This is an optimization exercise on Yosys and OpenROAD, whose aim is small area and a short achievable clock period, not a production implementation.
In this exercise RTL edits were held to simulation tests only and were not proved equivalent to the original.

==> flow/design.v (excerpt) <==
module div64_top (
  input          clk,
  input  [63:0]  a,
  input  [63:0]  b,
  output [63:0]  quotient,
  output [63:0]  remainder
);
clock: 350.0 ns
lec_check: 0
abc_area: 0
cap_margin: 50
core_margin: 2
core_utilization: 35
gpl_timing_driven: 0
slew_margin: 40
synth_hierarchical: 1
standard.sh (not shown) runs the stock make flow with config.mk's settings and CLKGATE_MAP_FILE= SYNTH_SCRIPT=/design/flow/synth_recipe.tcl, a recipe that flattens the netlist after the stock synthesis.
==> flow/flow/run.sh <==
#!/bin/bash
# Layout flow: the standard flow (standard.sh, its synthesis included)
# with these additions (the clock and the constraints stay the design's):
#  - after floorplanning, downsize.tcl sets logic cells that synthesis had
#    given a larger drive back to drive strength 1;
#  - ports are buffered with sky130_fd_sc_hd__buf_1;
#  - before detailed placement, repair.tcl runs the resizer's timing repair
#    with a setup margin.
# Every tool's output goes to a log file in this folder.
set -euo pipefail
W=$(pwd)
export POST_FLOORPLAN_TCL="$W/flow/downsize.tcl"
export BUFFER_PORTS_ARGS="-buffer_cell sky130_fd_sc_hd__buf_1"
export PRE_DETAIL_PLACE_TCL="$W/flow/repair.tcl"
export MY_SETUP_MARGIN=279.2
bash standard.sh > log_layout.txt 2>&1
==> flow/flow/downsize.tcl <==
# POST_FLOORPLAN_TCL: logic cells that synthesis gave a larger drive go back
# to drive strength 1 (same function); the timing repair after placement
# sizes up what the critical path needs.
set db [ord::get_db]
set block [[$db getChip] getBlock]
set n 0
foreach inst [$block getInsts] {
  set m [[$inst getMaster] getName]
  if { [regexp {^(sky130_fd_sc_hd__(a21oi|a22oi|a211oi|a221oi|a222oi|nor2|nor3|nor4|nand2|nand3|nand4|o21ai|o22ai|mux2|mux2i|xor2|xnor2|inv|and2|or2|a21o|o21a))_([0-9]+)$} $m -> base fn size] } {
    if { $size == 1 } { continue }
    set nm [$db findMaster ${base}_1]
    if { $nm != "NULL" && $nm != "" } {
      $inst swapMaster $nm
      incr n
    }
  }
}
puts "downsize: $n instances set to drive strength 1"
==> flow/flow/repair.tcl <==
# Sourced before detailed placement (PRE_DETAIL_PLACE_TCL): the resizer's
# timing repair on the placed design with a setup margin, so that it
# shortens the critical path although the clock period is met with room.
# The wire resistance and capacitance per micron are taken 12% above the
# platform's placement estimate, as routed wires come out longer. Pin
# swapping and gate cloning are left out (they change the netlist's
# structure beyond sizing and buffering).
source $::env(PLATFORM_DIR)/setRC.tcl
if { [env_var_exists_and_non_empty DONT_USE_CELLS] } {
  set_dont_use $::env(DONT_USE_CELLS)
}
set_wire_rc -signal -resistance [expr {8.929e-04 * 1.12}] -capacitance [expr {1.72375e-04 * 1.12}]
estimate_parasitics -placement
report_worst_slack
log_cmd repair_timing -setup -setup_margin $::env(MY_SETUP_MARGIN) -repair_tns 0 \
  -skip_gate_cloning -skip_pin_swap
estimate_parasitics -placement
report_worst_slack
report_design_area
source $::env(PLATFORM_DIR)/setRC.tcl
Then changed:
--- a/flow/flow/run.sh
+++ b/flow/flow/run.sh
@@ -15 +15 @@
-export MY_SETUP_MARGIN=279.2
+export MY_SETUP_MARGIN=279.5
--- a/flow/flow/repair.tcl
+++ b/flow/flow/repair.tcl
@@ -4 +4 @@
-# The wire resistance and capacitance per micron are taken 12% above the
+# The wire resistance and capacitance per micron are taken 25% above the
@@ -12 +12 @@
-set_wire_rc -signal -resistance [expr {8.929e-04 * 1.12}] -capacitance [expr {1.72375e-04 * 1.12}]
+set_wire_rc -signal -resistance [expr {8.929e-04 * 1.25}] -capacitance [expr {1.72375e-04 * 1.25}]
Outcome:
- first-iteration DRC count climbs by about 0.8%
- fmax rose by 2.0%
- clock-buffer cell count goes up by 2
- sequential cell count does not change
- synthesized area stays the same
- design area rose by 2.1%
- routed wire length rose by 0.81%
- setup slack improves by 1500 ps
- cell count is higher by 0.85%
- clock skew rises by 27 ps
Then changed:
--- a/flow/flow/repair.tcl
+++ b/flow/flow/repair.tcl
@@ -4,3 +4 @@
-# The wire resistance and capacitance per micron are taken 25% above the
-# platform's placement estimate, as routed wires come out longer. Pin
-# swapping and gate cloning are left out (they change the netlist's
+# Pin swapping and gate cloning are left out (they change the netlist's
@@ -12 +9,0 @@
-set_wire_rc -signal -resistance [expr {8.929e-04 * 1.25}] -capacitance [expr {1.72375e-04 * 1.25}]
@@ -20 +16,0 @@
-source $::env(PLATFORM_DIR)/setRC.tcl
Settings changed: CAP_MARGIN 50 to 20, CORE_UTILIZATION 35 to 50, SLEW_MARGIN 40 to 20.
Outcome:
- The new run passed the timing, DRC and antenna checks
- first-iteration DRC count goes up by about 0.9%
- cell count goes down by about 9%
- via count goes down by 1.6%
- core utilization goes up by 14 points
Then changed:
Settings changed: CORE_UTILIZATION 50 to 45.
Wire length went down by 0.80%. Design area barely changes. Sequential cell count stays the same. Area after synthesis does not change. Die area climbs by 11%. Setup slack improves by 160 ps.
Then changed:
--- a/flow/flow/run.sh
+++ b/flow/flow/run.sh
@@ -15 +15 @@
-export MY_SETUP_MARGIN=279.5
+export MY_SETUP_MARGIN=279.2
--- a/flow/flow/repair.tcl
+++ b/flow/flow/repair.tcl
@@ -4 +4,3 @@
-# Pin swapping and gate cloning are left out (they change the netlist's
+# The wire resistance and capacitance per micron are taken 12% above the
+# platform's placement estimate, as routed wires come out longer. Pin
+# swapping and gate cloning are left out (they change the netlist's
@@ -9,0 +12 @@
+set_wire_rc -signal -resistance [expr {8.929e-04 * 1.12}] -capacitance [expr {1.72375e-04 * 1.12}]
@@ -16,0 +20 @@
+source $::env(PLATFORM_DIR)/setRC.tcl
Result: The new run produced a clean layout; cell area went up by 1.2%; setup slack gets better by 600 ps; synthesized area is unchanged; cell count went up by 0.46%.


div64_top, a different RTL version from the one above (not shown whole).
Size: roughly 14000 cells after synthesis, ~260 I/O pins, ~130000 sq um of cells after synthesis.
Settings: LEC_CHECK=0, ABC_AREA=0, CAP_MARGIN=50, CORE_MARGIN=2, CORE_UTILIZATION=35, GPL_TIMING_DRIVEN=0, SLEW_MARGIN=40, SYNTH_HIERARCHICAL=1; clock period 350.0 ns.
==> flow/flow/run.sh <==
#!/bin/bash
# Layout flow: the standard flow (standard.sh, its synthesis included),
# with one addition: before detailed placement, repair.tcl runs the
# resizer's timing repair with a setup margin (the clock and the
# constraints stay the design's). Every tool's output goes to a log file
# in this folder.
set -euo pipefail
W=$(pwd)
export PRE_DETAIL_PLACE_TCL="$W/flow/repair.tcl"
export MY_SETUP_MARGIN=279.5
bash standard.sh > log_layout.txt 2>&1
==> flow/flow/repair.tcl <==
# Sourced before detailed placement (PRE_DETAIL_PLACE_TCL): the resizer's
# timing repair on the placed design with a setup margin, so that it
# shortens the critical path although the clock period is met with room.
# Pin swapping and gate cloning are left out (they change the netlist's
# structure beyond sizing and buffering).
source $::env(PLATFORM_DIR)/setRC.tcl
if { [env_var_exists_and_non_empty DONT_USE_CELLS] } {
  set_dont_use $::env(DONT_USE_CELLS)
}
estimate_parasitics -placement
report_worst_slack
log_cmd repair_timing -setup -setup_margin $::env(MY_SETUP_MARGIN) -repair_tns 0 \
  -skip_gate_cloning -skip_pin_swap
estimate_parasitics -placement
report_worst_slack
report_design_area
The starting point passed the timing, DRC and antenna checks.
Rerun with:
==> flow/flow/run.sh (replaced) <==
#!/bin/bash
# Layout flow: the standard flow (standard.sh, its synthesis included)
# with these additions (the clock and the constraints stay the design's):
#  - after floorplanning, downsize.tcl sets logic cells that synthesis had
#    given a larger drive back to drive strength 1;
#  - ports are buffered with sky130_fd_sc_hd__buf_1;
#  - before detailed placement, repair.tcl runs the resizer's timing repair
#    with a setup margin;
#  - from global routing on, the standard flow's own timing repair after
#    global routing runs with the same setup margin, on the worst path
#    only, without pin swapping or gate cloning.
# Every tool's output goes to a log file in this folder.
set -euo pipefail
W=$(pwd)
export POST_FLOORPLAN_TCL="$W/flow/downsize.tcl"
export BUFFER_PORTS_ARGS="-buffer_cell sky130_fd_sc_hd__buf_1"
export PRE_DETAIL_PLACE_TCL="$W/flow/repair.tcl"
export MY_SETUP_MARGIN=279.5
bash standard.sh cts > log_layout_1.txt 2>&1
export SETUP_SLACK_MARGIN=279.5
export TNS_END_PERCENT=0
export SKIP_PIN_SWAP=1
export SKIP_GATE_CLONING=1
bash standard.sh > log_layout_2.txt 2>&1
==> flow/flow/downsize.tcl (new file) <==
# POST_FLOORPLAN_TCL: logic cells that synthesis gave a larger drive go back
# to drive strength 1 (same function); the timing repair after placement
# sizes up what the critical path needs.
set db [ord::get_db]
set block [[$db getChip] getBlock]
set n 0
foreach inst [$block getInsts] {
  set m [[$inst getMaster] getName]
  if { [regexp {^(sky130_fd_sc_hd__(a21oi|a22oi|a211oi|a221oi|a222oi|nor2|nor3|nor4|nand2|nand3|nand4|o21ai|o22ai|mux2|mux2i|xor2|xnor2|inv|and2|or2|a21o|o21a))_([0-9]+)$} $m -> base fn size] } {
    if { $size == 1 } { continue }
    set nm [$db findMaster ${base}_1]
    if { $nm != "NULL" && $nm != "" } {
      $inst swapMaster $nm
      incr n
    }
  }
}
puts "downsize: $n instances set to drive strength 1"
--- a/flow/config.mk
+++ b/flow/config.mk
@@ -9,5 +9,5 @@
 export CAP_MARGIN = 50
 export CORE_MARGIN = 2
-export CORE_UTILIZATION = 35
+export CORE_UTILIZATION = 55
 export GPL_TIMING_DRIVEN = 0
 export SLEW_MARGIN = 40
What happened:
- non-clock buffer count drops by 46
- sequential cell count stays the same
- setup slack gets worse by 2.9 ns
Rerun with:
==> flow/flow/run.sh (replaced) <==
#!/bin/bash
set -euo pipefail
W=$(pwd)
export PRE_DETAIL_PLACE_TCL="$W/flow/repair.tcl"
export MY_SETUP_MARGIN=279.5
bash standard.sh cts > log_layout_1.txt 2>&1
export SETUP_SLACK_MARGIN=279.5
export TNS_END_PERCENT=0
export SKIP_PIN_SWAP=1
export SKIP_GATE_CLONING=1
bash standard.sh > log_layout_2.txt 2>&1
--- a/flow/config.mk
+++ b/flow/config.mk
@@ -9,5 +9,5 @@
 export CAP_MARGIN = 50
 export CORE_MARGIN = 2
-export CORE_UTILIZATION = 55
+export CORE_UTILIZATION = 35
 export GPL_TIMING_DRIVEN = 0
 export SLEW_MARGIN = 40
removed: flow/flow/downsize.tcl
After rerunning:
- non-clock buffer count grows by 224
- synthesized area is unchanged
- sequential share of layout area is lower by 0.21 points
- die area rises by 57%
- fmax went up by 5.1%
- via count fell by 1.5%
- design area came out higher by 6.9%
- first-iteration DRC count drops by 6.9%
Rerun with:
==> flow/run.sh (new file) <==
#!/bin/bash
# synth_recipe.tcl (not shown) runs the flow's synth.tcl, then flattens the netlist and writes it again
# the make line also repeats each setting of config.mk as NAME=value (left out here)
make -C /OpenROAD-flow-scripts/flow DESIGN_CONFIG=/design/flow/config.mk WORK_HOME=/design/flow/orfs CLKGATE_MAP_FILE= SYNTH_SCRIPT=/design/flow/synth_recipe.tcl finish
removed: flow/flow/run.sh
removed: flow/flow/repair.tcl
removed: flow/standard.sh
The changed run ran to the end with no violations.
Area after synthesis stays the same.
Non-clock buffer count shrinks by 845.
Routed wire length fell by 4.8%.
Die area is unchanged.


div64_top with an RTL version that a note above also has.
For scale: ~14000 cells after synthesis, ~260 I/O pins.
==> flow/design.v (excerpt) <==
module div64_top (
  input          clk,
  input  [63:0]  a,
  input  [63:0]  b,
  output [63:0]  quotient,
  output [63:0]  remainder
);
  reg  [63:0] a_q;
  reg  [63:0] b_q;
  reg  [63:0] q_q;
  reg  [63:0] r_q;
  wire [63:0] q;
  wire [63:0] r;
  divider u_core (.a(a_q), .b(b_q), .quotient(q), .remainder(r));
  always @(posedge clk) begin
    a_q <= a;
    b_q <= b;
    q_q <= q;
    r_q <= r;
  end
  assign quotient  = q_q;
  assign remainder = r_q;
endmodule
Settings: LEC_CHECK=0, ABC_AREA=0, CAP_MARGIN=50, CORE_MARGIN=2, CORE_UTILIZATION=45, GPL_TIMING_DRIVEN=0, SLEW_MARGIN=40, SYNTH_HIERARCHICAL=1; clock period 350.0 ns.
==> flow/flow/run.sh <==
#!/bin/bash
# Layout flow: the standard flow (standard.sh, its synthesis included)
# with these additions (the clock and the constraints stay the design's):
#  - after floorplanning, downsize.tcl sets logic cells that synthesis had
#    given a larger drive back to drive strength 1;
#  - ports are buffered with sky130_fd_sc_hd__buf_1;
#  - before detailed placement, repair.tcl runs the resizer's timing repair
#    with a setup margin.
# Every tool's output goes to a log file in this folder.
set -euo pipefail
W=$(pwd)
export POST_FLOORPLAN_TCL="$W/flow/downsize.tcl"
export BUFFER_PORTS_ARGS="-buffer_cell sky130_fd_sc_hd__buf_1"
export PRE_DETAIL_PLACE_TCL="$W/flow/repair.tcl"
export MY_SETUP_MARGIN=279.5
bash standard.sh > log_layout.txt 2>&1
==> flow/flow/downsize.tcl <==
# POST_FLOORPLAN_TCL: logic cells that synthesis gave a larger drive go back
# to drive strength 1 (same function); the timing repair after placement
# sizes up what the critical path needs.
set db [ord::get_db]
set block [[$db getChip] getBlock]
set n 0
foreach inst [$block getInsts] {
  set m [[$inst getMaster] getName]
  if { [regexp {^(sky130_fd_sc_hd__(a21oi|a22oi|a211oi|a221oi|a222oi|nor2|nor3|nor4|nand2|nand3|nand4|o21ai|o22ai|mux2|mux2i|xor2|xnor2|inv|and2|or2|a21o|o21a))_([0-9]+)$} $m -> base fn size] } {
    if { $size == 1 } { continue }
    set nm [$db findMaster ${base}_1]
    if { $nm != "NULL" && $nm != "" } {
      $inst swapMaster $nm
      incr n
    }
  }
}
puts "downsize: $n instances set to drive strength 1"
==> flow/flow/repair.tcl <==
# Sourced before detailed placement (PRE_DETAIL_PLACE_TCL): the resizer's
# timing repair on the placed design with a setup margin, so that it
# shortens the critical path although the clock period is met with room.
# Pin swapping and gate cloning are left out (they change the netlist's
# structure beyond sizing and buffering).
source $::env(PLATFORM_DIR)/setRC.tcl
if { [env_var_exists_and_non_empty DONT_USE_CELLS] } {
  set_dont_use $::env(DONT_USE_CELLS)
}
estimate_parasitics -placement
report_worst_slack
log_cmd repair_timing -setup -setup_margin $::env(MY_SETUP_MARGIN) -repair_tns 0 \
  -skip_gate_cloning -skip_pin_swap
estimate_parasitics -placement
report_worst_slack
report_design_area
==> next run, changes <==
CAP_MARGIN = 10   (was 50)
SLEW_MARGIN = 10   (was 40)
Result:
- Now the flow finished but fails on max-slew violations
- worst hold slack improved by 97 ps
- flip-flop and latch count stays the same
- wire length came out lower slightly
- register-to-register slack got worse by 160 ps
- worst setup slack got worse by 160 ps
- synthesized cell count stays the same
- die area stays the same
- area after synthesis is unchanged
- clock-buffer cell count came out lower by 3
==> next run, changes <==
SLEW_MARGIN = 20   (was 10)
The changed run finished clean.
Sequential share of layout area barely changes.
Synthesized cell count does not change.
Core utilization barely changes.
Count of clock-buffer cells in the layout rises by 7.
Setup slack improves by 71 ps.
Register-to-register slack gains 70 ps.
==> next run, changes <==
CAP_MARGIN = 50   (was 10)
CORE_UTILIZATION = 35   (was 45)
PLACE_DENSITY = 0.7   (was not set)
SLEW_MARGIN = 40   (was 20)
Effect: The changed run completed with no timing, DRC or antenna violations. Die area rose by 28%. Wire length fell by 1.4%. Sequential share of layout area stays flat. Hold slack loses 140 ps.


Starting RTL as in the previous note.
clock: 350.0 ns
lec_check: 0
abc_area: 0
cap_margin: 50
core_margin: 2
core_utilization: 35
gpl_timing_driven: 0
slew_margin: 40
synth_hierarchical: 1
Scripts as last shown in full above: flow/flow/run.sh, flow/flow/downsize.tcl, flow/flow/repair.tcl
Then changed:
--- a/flow/flow/run.sh
+++ b/flow/flow/run.sh
@@ -15 +15 @@
-export MY_SETUP_MARGIN=279.5
+export MY_SETUP_MARGIN=279.2
--- a/flow/flow/repair.tcl
+++ b/flow/flow/repair.tcl
@@ -4 +4,3 @@
-# Pin swapping and gate cloning are left out (they change the netlist's
+# The wire resistance and capacitance per micron are taken 12% above the
+# platform's placement estimate, as routed wires come out longer. Pin
+# swapping and gate cloning are left out (they change the netlist's
@@ -9,0 +12 @@
+set_wire_rc -signal -resistance [expr {8.929e-04 * 1.12}] -capacitance [expr {1.72375e-04 * 1.12}]
@@ -16,0 +20 @@
+source $::env(PLATFORM_DIR)/setRC.tcl
Settings changed: CORE_UTILIZATION 35 to 45.
Area after synthesis stays the same.
Final cell count fell by a few percent.
Wire length rose slightly.
Hold slack gains 0.068 ns.

## re-timing with driven ports
No port has a modelled driver above. Below, the same layouts with a new extraction and two added sets of constraints.
Step 1: set_driving_cell puts a clkbuf_16 on clk and a buf_2 on each other input, an assumption about the parent block.
Step 2, shift: input delay + t, output delay - t, t = (earliest + latest rising clock arrival at the registers) / 2. This alone moves slack from input paths to output paths.
Slacks: no drivers / after step 1 / after step 2; pairs: no drivers / after step 1.
run	shift t [ns]	slack for setup (ns)	worst hold slack (ns)	worst setup path at the end	worst data-port slew with drivers (ns)
the first run of note 1	0.847	276.607 / 276.607 / 276.607	1.245 / 1.245 / 1.245	register to register	0.06
the second run of note 1	0.806	278.064 / 278.064 / 278.064	1.210 / 1.210 / 1.210	register to register	0.06
the third run of note 1	0.841	275.991 / 275.991 / 275.991	1.394 / 1.394 / 1.394	register to register	0.04
the fourth run of note 1	0.818	276.150 / 276.150 / 276.150	1.340 / 1.340 / 1.340	register to register	0.07
the fifth run of note 1	0.830	276.753 / 276.753 / 276.753	1.377 / 1.377 / 1.377	register to register	0.06
the first run of note 2	0.847	270.134 / 270.134 / 270.134	1.255 / 1.255 / 1.255	register to register	0.11
the second run of note 2	0.837	267.248 / 267.249 / 267.249	1.192 / 1.192 / 1.192	register to register	0.04
the third run of note 2	0.845	271.256 / 271.256 / 271.256	1.252 / 1.252 / 1.252	register to register	0.11
the fourth run of note 2	0.844	248.388 / 248.388 / 248.388	1.188 / 1.188 / 1.188	register to register	0.10
the first run of note 3	0.823	276.277 / 276.277 / 276.277	1.260 / 1.260 / 1.260	register to register	0.07
the second run of note 3	0.810	276.113 / 276.113 / 276.113	1.357 / 1.357 / 1.357	register to register	0.07
the third run of note 3	0.826	276.184 / 276.184 / 276.184	1.332 / 1.332 / 1.332	register to register	0.07
the fourth run of note 3	0.823	274.803 / 274.803 / 274.803	1.188 / 1.188 / 1.188	register to register	0.07
the first run of note 4	0.856	276.028 / 276.028 / 276.028	1.230 / 1.230 / 1.230	register to register	0.06
the second run of note 4	0.817	276.978 / 276.978 / 276.978	1.299 / 1.299 / 1.299	register to register	0.07
